Background: an optimization exercise with open tools, aiming at small area. Do not read the settings as production practice.
In this exercise RTL edits were held to simulation tests only and were not proved equivalent to the original.
The flow treats the clock pin as an ideal source, which a real chip does not have.
No activity file was given, so power comes from the tool's default toggle rates.

Design watch, start of the top module:
module watch
(
	input mclk,
	input b0,
	input b1,
	input b2,
	input reset,
	output [6:0] segMin1,
	output [6:0] segMin2,
	output [6:0] segSec1,
	output [6:0] segSec2,
	output [6:0] segmil1,
	output [6:0] segmil2,
	output [3:0] led
);
Size: roughly 340 cells after synthesis, about 0.0031 mm^2 of cells after synthesis.
export LEC_CHECK = 0
export CAP_MARGIN = 20
export CORE_MARGIN = 2
export CORE_UTILIZATION = 40
export SLEW_MARGIN = 20
create_clock -name core_clock -period 12.0 [get_ports {mclk}]
standard.sh (not shown) runs the stock make flow with config.mk's settings and CLKGATE_MAP_FILE= SYNTH_SCRIPT=/design/flow/synth_recipe.tcl, a recipe that flattens the netlist after the stock synthesis.
==> flow/flow/run.sh <==
#!/bin/bash
# The standard layout, with these changes:
#  - the combinational logic of the standard synthesis is mapped again by ABC
#    for area (the standard synthesis maps it for delay at a 12 ps target),
#    with several ABC runs (in two rounds) of which the smallest result is
#    kept; every flip-flop of the standard synthesis is kept as it is, by
#    name and cell type;
#  - the smallest buffer (buf_1) on every input and output port;
#  - a clock tree of clkbuf_4 cells without dummy loads.
set -euo pipefail
PORTBUF="BUFFER_PORTS_ARGS=-buffer_cell sky130_fd_sc_hd__buf_1"
CTS="CTS_ARGS=-sink_clustering_enable -repair_clock_nets -dont_use_dummy_load -buf_list sky130_fd_sc_hd__clkbuf_4 -sink_clustering_size 8 -sink_clustering_buffer sky130_fd_sc_hd__clkbuf_8"
R=orfs/results/sky130hd/watch/base
LIB=$FLOW_HOME/platforms/sky130hd/lib/sky130_fd_sc_hd__tt_025C_1v80.lib

bash standard.sh "$PORTBUF" synth > standard_synth.log 2>&1

python3 flow/mkmodels.py $LIB cells_comb.v dont_use.txt > mkmodels.log 2>&1
cp $R/1_2_yosys.v 1_2_yosys_standard.v

remap() {  # remap NAME ABC-SCRIPT INPUT-NETLIST
  cat > remap_$1.ys <<EOS
read_verilog cells_comb.v
read_liberty -lib -ignore_redef $LIB
read_verilog $3
hierarchy -top $FLOW_TOP
flatten
opt_clean -purge
techmap
opt -fast
abc -script $2 -liberty $LIB $(cat dont_use.txt)
opt_clean -purge
stat -liberty $LIB
write_verilog -noattr -noexpr remap_$1.v
EOS
  yosys -l remap_$1.log -s remap_$1.ys > /dev/null 2>&1 || true
}

pick() {  # pick PREFIX: the smallest remap_PREFIX*.v so far
  best=""; bestarea=""
  for log in remap_$1*.log; do
    n=${log#remap_}; n=${n%.log}
    a=$(grep "Chip area" $log | tail -1 | awk '{print $NF}')
    [[ -n "$a" && -s remap_$n.v ]] || continue
    echo "$n $a" >> remap_areas.txt
    if [[ -z "$best" ]] || python3 -c "import sys; sys.exit(0 if $a < $bestarea else 1)"; then best=$n; bestarea=$a; fi
  done
}

# round 1: from the standard synthesis
printf 'strash\ndch -f\namap\n' > abc_amap.script
remap r1amap abc_amap.script 1_2_yosys_standard.v &
for S in 1 2 3 4 5 6 7 8 9 10 11; do
  printf 'strash\n&get -n\n&deepsyn -T 40 -S %d\n&put\nstrash\ndc2\ndch -f\namap\n' $S > abc_deep$S.script
  remap r1deep$S abc_deep$S.script 1_2_yosys_standard.v &
  if (( S % 4 == 3 )); then wait; fi
done
wait
pick r1
echo "round 1: $best $bestarea" >> remap_areas.txt
cp remap_$best.v round1_best.v

# round 2: again from the best of round 1
for S in 1 2 3 4; do
  remap r2deep$S abc_deep$S.script round1_best.v &
done
wait
pick r
echo "chosen: $best $bestarea" >> remap_areas.txt
cp remap_$best.v $R/1_2_yosys.v
touch $R/1_2_yosys.v

bash standard.sh "$PORTBUF" "$CTS" finish > standard_finish.log 2>&1
Other scripts of this flow, unchanged in this note and not shown: flow/flow/mkmodels.py
The first run completed without violations.
Next try:
--- a/flow/flow/run.sh
+++ b/flow/flow/run.sh
@@ -12 +12 @@
-CTS="CTS_ARGS=-sink_clustering_enable -repair_clock_nets -dont_use_dummy_load -buf_list sky130_fd_sc_hd__clkbuf_4 -sink_clustering_size 8 -sink_clustering_buffer sky130_fd_sc_hd__clkbuf_8"
+CTS="CTS_ARGS=-sink_clustering_enable -repair_clock_nets -dont_use_dummy_load -buf_list sky130_fd_sc_hd__clkbuf_4 -sink_clustering_size 8"
- CORE_UTILIZATION: 40 -> 55
- PLACE_DENSITY: default -> 0.7
After rerunning: Utilization rose by 17 points. Clock power barely changes. Maximum frequency hardly moves. Clock-buffer cell count is unchanged. Power is lower by 0.34%. Critical path depth stays the same.
Next try:
--- a/flow/flow/run.sh
+++ b/flow/flow/run.sh
@@ -9 +9,2 @@
-#  - a clock tree of clkbuf_4 cells without dummy loads.
+#  - a clock tree of clkbuf_4 cells without dummy loads, where a buffer whose
+#    flip-flops would see a slow clock edge becomes a clkbuf_8 (clk_fix.tcl).
@@ -12,0 +14 @@
+CLKFIX="POST_CTS_TCL=$PWD/flow/clk_fix.tcl"
@@ -73 +75 @@
-bash standard.sh "$PORTBUF" "$CTS" finish > standard_finish.log 2>&1
+bash standard.sh "$PORTBUF" "$CTS" "$CLKFIX" finish > standard_finish.log 2>&1
==> flow/flow/clk_fix.tcl (new file) <==
estimate_parasitics -placement
set fixed 0
foreach inst [get_cells clkbuf_*] {
  if { [get_property $inst ref_name] ne "sky130_fd_sc_hd__clkbuf_4" } { continue }
  set net [get_nets -of_objects [get_pins [get_name $inst]/X]]
  set mx 0
  foreach p [get_pins -of_objects $net -filter "direction==input"] {
    set s [get_property $p slew_max]
    if { $s > $mx } { set mx $s }
  }
  puts "clk_fix: [get_name $inst] max sink slew $mx"
  if { $mx > 0.112 } {
    replace_cell $inst sky130_fd_sc_hd__clkbuf_8
    incr fixed
  }
}
puts "clk_fix: upsized $fixed clock buffers"
if { $fixed > 0 } {
  detailed_placement
  check_placement -verbose
  estimate_parasitics -placement
}
- CORE_UTILIZATION: 55 -> 40
- PLACE_DENSITY: 0.7 -> default
Result: Synthesized cell count stays the same. Register-to-register slack loses 0.14 ns. Maximum frequency grows by about 0.8%. Total power increases by 2.4%. Count of clock-buffer cells in the layout is unchanged. Sequential cell count does not change. Setup slack improved by 0.049 ns. Core utilization fell by 17 points. Non-clock buffer count is unchanged. Clock power rises by about 8%.
Next try:
--- a/flow/flow/clk_fix.tcl
+++ b/flow/flow/clk_fix.tcl
@@ -12 +12 @@
-  if { $mx > 0.112 } {
+  if { $mx > 0.100 } {
After rerunning: Sequential power hardly moves; final area is about the same; synthesized cell count went down by a few percent.
Next try:
--- a/flow/flow/run.sh
+++ b/flow/flow/run.sh
@@ -55,2 +55,2 @@
-for S in 1 2 3 4 5 6 7 8 9 10 11; do
-  printf 'strash\n&get -n\n&deepsyn -T 40 -S %d\n&put\nstrash\ndc2\ndch -f\namap\n' $S > abc_deep$S.script
+for S in $(seq 1 15); do
+  printf 'strash\n&get -n\n&deepsyn -T 30 -S %d\n&put\nstrash\ndc2\ndch -f\namap\n' $S > abc_deep$S.script
@@ -66 +66 @@
-for S in 1 2 3 4; do
+for S in $(seq 1 8); do
@@ -67,0 +68 @@
+  if (( S % 4 == 0 )); then wait; fi
--- a/flow/flow/clk_fix.tcl
+++ b/flow/flow/clk_fix.tcl
@@ -12 +12 @@
-  if { $mx > 0.100 } {
+  if { $mx > 0.112 } {
Effect: Design area came out lower slightly. Worst hold slack is about the same. Global-route usage drops by 0.63 points. Die area goes down slightly. First-iteration DRC count decreases by a quarter to a third. Power goes down by a few percent. Routed wire length shrinks by a little under a tenth. Setup slack gains 0.055 ns. Combinational power came out lower by a little under a tenth.
Next try:
--- a/flow/flow/run.sh
+++ b/flow/flow/run.sh
@@ -9,2 +9 @@
-#  - a clock tree of clkbuf_4 cells without dummy loads, where a buffer whose
-#    flip-flops would see a slow clock edge becomes a clkbuf_8 (clk_fix.tcl).
+#  - a clock tree of clkbuf_4 cells without dummy loads.
@@ -13,2 +12 @@
-CTS="CTS_ARGS=-sink_clustering_enable -repair_clock_nets -dont_use_dummy_load -buf_list sky130_fd_sc_hd__clkbuf_4 -sink_clustering_size 8"
-CLKFIX="POST_CTS_TCL=$PWD/flow/clk_fix.tcl"
+CTS="CTS_ARGS=-sink_clustering_enable -repair_clock_nets -dont_use_dummy_load -buf_list sky130_fd_sc_hd__clkbuf_4 -sink_clustering_size 5 -sink_clustering_max_diameter 20"
@@ -55,2 +53,2 @@
-for S in $(seq 1 15); do
-  printf 'strash\n&get -n\n&deepsyn -T 30 -S %d\n&put\nstrash\ndc2\ndch -f\namap\n' $S > abc_deep$S.script
+for S in 1 2 3 4 5 6 7 8 9 10 11; do
+  printf 'strash\n&get -n\n&deepsyn -T 40 -S %d\n&put\nstrash\ndc2\ndch -f\namap\n' $S > abc_deep$S.script
@@ -66 +64 @@
-for S in $(seq 1 8); do
+for S in 1 2 3 4; do
@@ -68 +65,0 @@
-  if (( S % 4 == 0 )); then wait; fi
@@ -76 +73 @@
-bash standard.sh "$PORTBUF" "$CTS" "$CLKFIX" finish > standard_finish.log 2>&1
+bash standard.sh "$PORTBUF" "$CTS" finish > standard_finish.log 2>&1
removed: flow/flow/clk_fix.tcl
Result:
- die area is higher by 0.67%
- utilization is lower by 1.6 points
- area after synthesis is higher by 0.69%
- clock power is lower by about 10%
- worst setup slack gains 0.062 ns
- synthesized cell count is higher by 1.8%

* * *

== rev 12 ==
The RTL this note starts from:
==> flow/design.v <==
module seg7dec
(
	input [3:0] v,
	output reg [6:0] seg
);
always @(*)
begin
	case (v)
		4'd0: seg = 7'b111_1110;
		4'd1: seg = 7'b011_0000;
		4'd2: seg = 7'b110_1101;
		4'd3: seg = 7'b111_1001;
		4'd4: seg = 7'b011_0011;
		4'd5: seg = 7'b101_1011;
		4'd6: seg = 7'b101_1111;
		4'd7: seg = 7'b111_0010;
		4'd8: seg = 7'b111_1111;
		4'd9: seg = 7'b111_1011;
		default: seg = 7'bxxx_xxxx;
	endcase
end
endmodule
module seg7dec6
(
	input [2:0] v,
	output reg [6:0] seg
);
always @(*)
begin
	case (v)
		3'd0: seg = 7'b111_1110;
		3'd1: seg = 7'b011_0000;
		3'd2: seg = 7'b110_1101;
		3'd3: seg = 7'b111_1001;
		3'd4: seg = 7'b011_0011;
		3'd5: seg = 7'b101_1011;
		3'd6: seg = 7'b101_1111;
		default: seg = 7'bxxx_xxxx;
	endcase
end
endmodule
module seg7dec2
(
	input [3:0] hi,
	input [3:0] lo,
	output [6:0] highDigit,
	output [6:0] lowDigit
);
seg7dec high(.v(hi), .seg(highDigit));
seg7dec low(.v(lo), .seg(lowDigit));
endmodule
module seg7dec2s
(
	input [2:0] hi,
	input [3:0] lo,
	output [6:0] highDigit,
	output [6:0] lowDigit
);
seg7dec6 high(.v(hi), .seg(highDigit));
seg7dec low(.v(lo), .seg(lowDigit));
endmodule
module seg7Display
(
	input mclk,
	input clr,
	input run,
	input pe2,
	input [22:0] t,
	output [6:0] minHigh,
	output [6:0] minLow,
	output [6:0] secHigh,
	output [6:0] secLow,
	output [6:0] milHigh,
	output [6:0] milLow
);
reg lap;
reg [22:0] buff;
wire showLap = run & (lap | pe2);
wire [22:0] d = showLap ? buff : t;
always @(posedge mclk)
begin
	lap <= showLap & ~clr;
	if ((run & pe2) | clr)
		buff <= t;
end
seg7dec2 minseg(.hi(d[22:19]), .lo(d[18:15]), .highDigit(minHigh), .lowDigit(minLow));
seg7dec2s secseg(.hi(d[14:12]), .lo(d[11:8]), .highDigit(secHigh), .lowDigit(secLow));
seg7dec2 milseg(.hi(d[7:4]), .lo(d[3:0]), .highDigit(milHigh), .lowDigit(milLow));
endmodule
module ledbar
(
	input mclk,
	input reset,
	input run,
	input pe1,
	output reg [3:0] led
);
reg [7:0] pres;
wire term = pres[7] & pres[6] & pres[3];    
wire hold = reset | (~run & pe1);
wire [7:0] tp = {run & (&pres[6:0]), run & (&pres[5:0]), run & (&pres[4:0]), run & (&pres[3:0]),
	run & (&pres[2:0]), run & (&pres[1:0]), run & pres[0], run};
wire step = run & term;
always @(posedge mclk)
begin
	pres <= step | hold ? 8'd0 : pres ^ tp;
	led <= hold ? 4'd0 : step ? (led[3] ? 4'b0000 : {led[2:0], 1'b1}) : led;
end
endmodule
module timer
(
	input mclk,
	input clr,
	input run,
	input pe1,
	output [22:0] t
);
reg pend;           
reg [3:0] pres;
reg [3:0] ms0, ms1, s0, m0, m1;
reg [2:0] s1;
assign t = {m1, m0, s1, s0, ms1, ms0};
function [3:0] tog10(input [3:0] d, input en);
	tog10 = {en & d[0] & (d[3] | (d[2] & d[1])), en & d[0] & d[1], en & d[0] & ~d[3], en};
endfunction
wire zero = clr | (~run & pend);
wire tick = run & pres[3] & pres[1];
wire c0 = tick & ms0[3] & ms0[0];
wire c1 = c0 & ms1[3] & ms1[0];
wire s60 = s1[2] & s1[1];
wire c2 = c1 & s0[3] & s0[0];
wire cm = tick & s60;
wire c3 = cm & m0[3] & m0[0];
wire [3:0] tp = tick ? pres : {run & pres[2] & pres[1] & pres[0], run & pres[1] & pres[0], run & pres[0], run};
always @(posedge mclk)
begin
	pend <= ~clr & (run ? pend : pe1 & ~pend);
	pres <= (pres ^ tp) & {4{~zero}};
	ms0 <= (ms0 ^ tog10(ms0, tick)) & {4{~zero}};
	ms1 <= (ms1 ^ tog10(ms1, c0)) & {4{~zero}};
	s0 <= (s0 ^ tog10(s0, c1)) & {4{~zero}};
	s1 <= (cm ? 3'd0 : s1 ^ {c2 & s1[1] & s1[0], c2 & s1[0], c2}) & {3{~zero}};
	m0 <= (m0 ^ tog10(m0, cm)) & {4{~zero}};
	m1 <= (m1 ^ tog10(m1, c3)) & {4{~zero}};
end
endmodule
module buttonStateMachine
(
	input mclk,
	input b0,
	input b1,
	input b2,
	input reset,
	output run,
	output pe1,
	output rst,
	output runX,
	output pe1X,
	output pe2X,
	output clr
);
reg r0, r1, r2, r3;
reg [3:0] c0, c1, c2;    
reg runR;
assign rst = r2;
assign clr = r2 | r3;
wire pe0X = ~c0[3] & c0[2];
assign pe1X = ~c1[3] & c1[2];
assign pe2X = ~c2[3] & c2[2];
assign pe1 = ~c1[2] & c1[1];
assign run = ~r3 & (runR ^ pe0X);
assign runX = runR;
always @(posedge mclk)
begin
	r0 <= ~reset;
	r1 <= r0;
	r2 <= r1;
	r3 <= r2;
	c0 <= {c0[2], c0[1], c0[0] & ~clr, b0};
	c1 <= {c1[2], c1[1], c1[0] & ~clr, b1};
	c2 <= {c2[2], c2[1], c2[0] & ~clr, b2};
	runR <= run & ~r2;
end
endmodule
module watch
(
	input mclk,
	input b0,
	input b1,
	input b2,
	input reset,
	output [6:0] segMin1,
	output [6:0] segMin2,
	output [6:0] segSec1,
	output [6:0] segSec2,
	output [6:0] segmil1,
	output [6:0] segmil2,
	output [3:0] led
);
wire run;      
wire pe1;      
wire rst;      
wire runX;     
wire pe1X;     
wire pe2X;     
wire clr;      
buttonStateMachine bsm(.mclk(mclk), .b0(b0), .b1(b1), .b2(b2), .reset(reset),
	.run(run), .pe1(pe1), .rst(rst), .runX(runX), .pe1X(pe1X), .pe2X(pe2X), .clr(clr));
wire [22:0] t;    
timer gettimer(.mclk(mclk), .clr(clr), .run(runX), .pe1(pe1X), .t(t));
ledbar ledb(.mclk(mclk), .reset(rst), .run(run), .pe1(pe1), .led(led));
seg7Display seg(.mclk(mclk), .clr(clr), .run(runX), .pe2(pe2X), .t(t),
	.minHigh(segMin1), .minLow(segMin2), .secHigh(segSec1), .secLow(segSec2),
	.milHigh(segmil1), .milLow(segmil2));
endmodule
Settings: LEC_CHECK=0, CAP_MARGIN=20, CORE_MARGIN=2, CORE_UTILIZATION=40, SLEW_MARGIN=20; clock period 12.0 ns.
==> flow/flow/run.sh <==
#!/bin/bash
# The standard layout, with two changes:
#  - the combinational logic of the standard synthesis is mapped again by ABC
#    for area (the standard synthesis maps it for delay at a 12 ps target);
#    every flip-flop of the standard synthesis is kept as it is, by name and
#    cell type;
#  - the smallest buffer (buf_1) on every input and output port.
set -euo pipefail
PORTBUF="BUFFER_PORTS_ARGS=-buffer_cell sky130_fd_sc_hd__buf_1"
R=orfs/results/sky130hd/watch/base
LIB=$FLOW_HOME/platforms/sky130hd/lib/sky130_fd_sc_hd__tt_025C_1v80.lib

bash standard.sh "$PORTBUF" synth > standard_synth.log 2>&1

python3 flow/mkmodels.py $LIB cells_comb.v dont_use.txt > mkmodels.log 2>&1
cp $R/1_2_yosys.v 1_2_yosys_standard.v
cat > remap.ys <<EOS
read_verilog cells_comb.v
read_liberty -lib -ignore_redef $LIB
read_verilog 1_2_yosys_standard.v
hierarchy -top $FLOW_TOP
flatten
opt_clean -purge
techmap
opt -fast
abc -script flow/area.abc -liberty $LIB $(cat dont_use.txt)
opt_clean -purge
stat -liberty $LIB
write_verilog -noattr -noexpr 1_2_yosys_remapped.v
EOS
yosys -l remap_yosys.log -s remap.ys > /dev/null 2>&1
cp 1_2_yosys_remapped.v $R/1_2_yosys.v
touch $R/1_2_yosys.v

bash standard.sh "$PORTBUF" finish > standard_finish.log 2>&1
Other scripts of this flow, unchanged in this note and not shown: flow/flow/area.abc, flow/flow/mkmodels.py
Per the final summary, rev 12 finished and its layout is clean on timing, DRC and antenna.
## Diff of input files: rev 13 against rev 12
--- a/flow/flow/run.sh
+++ b/flow/flow/run.sh
@@ -8,4 +8,5 @@
 set -euo pipefail
 PORTBUF="BUFFER_PORTS_ARGS=-buffer_cell sky130_fd_sc_hd__buf_1"
+CTS="CTS_ARGS=-sink_clustering_enable -repair_clock_nets -dont_use_dummy_load -buf_list sky130_fd_sc_hd__clkbuf_4"
 R=orfs/results/sky130hd/watch/base
 LIB=$FLOW_HOME/platforms/sky130hd/lib/sky130_fd_sc_hd__tt_025C_1v80.lib
@@ -33,3 +34,3 @@
 touch $R/1_2_yosys.v
 
-bash standard.sh "$PORTBUF" finish > standard_finish.log 2>&1
+bash standard.sh "$PORTBUF" "$CTS" finish > standard_finish.log 2>&1
### Flow results
- Compared with rev 12, rev 13 instantiates a smaller number of standard cells.
- Compared with rev 12, rev 13 ends up with a smaller final cell area.
- ~same worst hold margin in rev 13 and rev 12
- In terms of worst slew margin relative to its limit, rev 13 and rev 12 differ only marginally.
- Comparing the two runs side by side, rev 13 comes out ahead of rev 12 on final wirelength.
- On via count, rev 12 loses to rev 13.
- Total met2 wirelength after detailed routing | rev 13 below rev 12
- Sort rev 13 and rev 12 by clock group share of total power asc -> top: rev 13
- Rev 13 -> rev 12: global-route usage flat
- Going from rev 12 to rev 13, the data arrival time of the critical path was found to have gone up by 0.09 ns.
- When rev 13 is set beside rev 12, its number of global-route vias before repair turns out to be 38 smaller.

static timing again, ports no longer ideal:
The flow's constraints put no driver on any port. The routed layouts listed below were extracted and timed again, unchanged, in two steps.
Step 1: set_driving_cell puts a clkbuf_16 on mclk and a buf_2 on each other input, an assumption about the parent block.
Step 2 times the ports against the registers' clock, not the clock port: input delays grow and output delays shrink by t, the midpoint of the rising clock arrivals with the driver on.
a / b / c = no drivers / after step 1 / after step 2; a / b = the first two.
run	t (ns)	setup slack, ns	clock arrival spread, ns	worst register clock-pin slew, ns	cell pins on the clock port's net
the first run of note 1	0.428	5.843 / 5.817 / 6.245	0.023 / 0.023	0.12 / 0.12	1
the second run of note 1	0.412	5.839 / 5.812 / 6.225	0.022 / 0.023	0.11 / 0.11	1
the third run of note 1	0.362	5.888 / 5.859 / 6.221	0.024 / 0.024	0.10 / 0.10	1
the fourth run of note 1	0.360	5.725 / 5.699 / 6.059	0.024 / 0.024	0.09 / 0.09	1
the fifth run of note 1	0.362	5.780 / 5.751 / 6.113	0.037 / 0.038	0.11 / 0.11	1
the sixth run of note 1	0.428	5.843 / 5.817 / 6.245	0.023 / 0.023	0.12 / 0.12	1
rev 12	0.366	6.272 / 6.245 / 6.611	0.005 / 0.005	0.08 / 0.08	1
rev 13	0.424	6.184 / 6.159 / 6.583	0.030 / 0.030	0.11 / 0.11	1
After both steps every run listed still meets setup and hold.
